Background: an optimization exercise with open tools, aiming at small area and a short achievable clock period. Do not read the settings as production practice.
In this exercise RTL edits were held to simulation tests only and were not proved equivalent to the original.
Power and IR drop assume default switching activity.

==> inputs of 05-04 <==
## SingleCycleMIPS
module SingleCycleMIPS(
    CLK,
    RST,
    IR_addr,
    IR,
    RF_writedata,
    ReadDataMem,
    CEN,
    WEN,
    A,
    ReadData2,
    OEN
);
==> flow/config.mk <==
export PLATFORM = sky130hd
export DESIGN_NAME = SingleCycleMIPS
export DESIGN_NICKNAME = SingleCycleMIPS
export VERILOG_FILES = /design/flow/design.v
export SDC_FILE = /design/flow/constraint.sdc
export NUM_CORES = 4
export LEC_CHECK = 0
export CAP_MARGIN = 20
export CORE_MARGIN = 2
export CORE_UTILIZATION = 50
export PLACE_DENSITY = 0.65
export SETUP_SLACK_MARGIN = 2.4
export SLEW_MARGIN = 20
export SYNTH_HIERARCHICAL = 1
==> flow/constraint.sdc <==
create_clock -name core_clock -period 11.5 [get_ports {CLK}]
set_input_delay 2.3000 -clock core_clock [delete_from_list [all_inputs] [get_ports {CLK}]]
set_output_delay 2.3000 -clock core_clock [all_outputs]
set_load 0.01 [all_outputs]
standard.sh (not shown) runs the stock make flow with config.mk's settings and CLKGATE_MAP_FILE= SYNTH_SCRIPT=/design/flow/synth_recipe.tcl, a recipe that flattens the netlist after the stock synthesis.
==> flow/flow/run.sh <==
#!/bin/bash
# The standard layout (standard.sh), with two changes made through ORFS
# variables: the port buffers start as buf_2 (timing repair sizes up the
# critical ones), and clock tree synthesis clusters up to 24 flip-flops within
# 80 um per clkbuf_16 and inserts no dummy loads. make's full output goes to
# standard.log here; ORFS keeps each step's log under orfs/logs/.
set -euo pipefail
export BUFFER_PORTS_ARGS="-buffer_cell sky130_fd_sc_hd__buf_2"
export CTS_ARGS="-sink_clustering_enable -repair_clock_nets -dont_use_dummy_load -buf_list sky130_fd_sc_hd__clkbuf_16 -sink_clustering_size 24 -sink_clustering_max_diameter 80"
bash standard.sh > standard.log 2>&1
==> 07-27: changes against 05-04 <==
--- a/flow/config.mk
+++ b/flow/config.mk
@@ -9,6 +9,6 @@
 export CORE_MARGIN = 2
 export CORE_UTILIZATION = 50
 export PLACE_DENSITY = 0.65
-export SETUP_SLACK_MARGIN = 2.4
+export SETUP_SLACK_MARGIN = 2.8
 export SLEW_MARGIN = 20
 export SYNTH_HIERARCHICAL = 1
==> metrics.csv <==
metric,value,unit
grt_util_met2,66.8,%
period_minus_slack,9340,ps
outcome,finished clean,
num-nets-final,5661,
grt_first_pass_wirelength,345000,µm
finalWirelength,249000,µm
multi_input_area,27800,µm²
clock_area_share,2.44,%
antenna_found_initial,8,
hold_ws,505,ps
The numbers above come from 05-04.

==> metrics.csv <==
metric,value,unit
outcome,finished clean,
num-nets-final,5775,
period_minus_slack,8930,ps
multi_input_area,28800,µm²
clock_area_share,2.35,%
The numbers above come from 07-27.


---

==> inputs of yarrow <==
Another version of the RTL of SingleCycleMIPS (not shown whole).
export LEC_CHECK = 0
export CAP_MARGIN = 20
export CORE_MARGIN = 2
export CORE_UTILIZATION = 55
export PLACE_DENSITY = 0.68
export SETUP_SLACK_MARGIN = 2.4
export SLEW_MARGIN = 20
export SYNTH_HIERARCHICAL = 1
create_clock -name core_clock -period 11.5 [get_ports {CLK}]
Scripts as last shown in full above: flow/flow/run.sh
==> ember (differences from yarrow) <==
Settings changed: CORE_UTILIZATION 55 to 50, PLACE_DENSITY 0.68 to 0.65.
==> qor summary <==
Cell type of the slowest stage on the worst timing path: ember nor4_4; yarrow nand4_1
Number of clock buffers in the layout: ember 55; yarrow 54
Share of the cycle needed by the critical path after routing: ember 80.3%; yarrow 81.7%
Non-clock buffer count: ember 511; yarrow 550
Worst Setup Slack, final: ember 2260 ps; yarrow 2110 ps
Per-cell via count in the routed design: ember 7.83; yarrow 8.08
Post-route insts no fill: ember 6540; yarrow 6459
Hold wc startpoint: ember R[678]; yarrow R[712]
Register-to-Register Path Depth: ember 15; yarrow 14
Die span in y: ember 310 um; yarrow 295 um
Outcome: ember timing/DRC/antenna clean; yarrow timing/DRC/antenna clean
Global-route met1 utilization: ember 60.8%; yarrow 66.0%
Leakage power of the design: ember 22.1 nW; yarrow 22.0 nW
All-Layer GR Usage: ember 51.6%; yarrow 54.4%
Initial cell density of the core: ember 50.3%; yarrow 55.7%
Quantity of gates resized following cts: ember 206; yarrow 203
Detailed-route wire length: ember 256 mm; yarrow 247 mm
Tap Count: ember 1254; yarrow 1134
Fraction of area in multi-input gates: ember 49.4%; yarrow 49.3%
Seq group: ember 3.78 mW; yarrow 3.77 mW
Worst voltage drop across the vdd grid: ember 0.000150 V; yarrow 0.000134 V
Total length of routed met2 wires: ember 102 mm; yarrow 95.2 mm
Switching share of power: ember 32.5%; yarrow 32.1%

-- what the ideal ports hide --
The flow's constraints put no driver on any port. The routed layouts listed below were extracted and timed again, unchanged, in two steps. Step 1: set_driving_cell puts a clkbuf_16 on CLK and a buf_2 on each other input, an assumption about the parent block. Step 2 times the ports against the registers' clock, not the clock port: input delays grow and output delays shrink by t, the midpoint of the rising clock arrivals with the driver on. Three values: no drivers, after step 1, after step 2; two values: the first two.
| run | t, ns | setup WS [ns] | worst setup path after step 2 | latest minus earliest clock arrival (ns) | worst register clock-pin slew, ns |
|---|---|---|---|---|---|
| 05-04 | 0.757 | 2.159 / 2.140 / 2.140 | input to output | 0.123 / 0.122 | 0.11 / 0.11 |
| 07-27 | 0.761 | 2.566 / 2.548 / 2.548 | input to output | 0.117 / 0.117 | 0.11 / 0.11 |
| yarrow | 0.711 | 2.108 / 2.085 / 2.085 | input to output | 0.107 / 0.107 | 0.10 / 0.10 |
| ember | 0.760 | 2.261 / 2.238 / 2.238 | input to output | 0.093 / 0.093 | 0.10 / 0.10 |
After both steps every run listed still meets setup and hold.
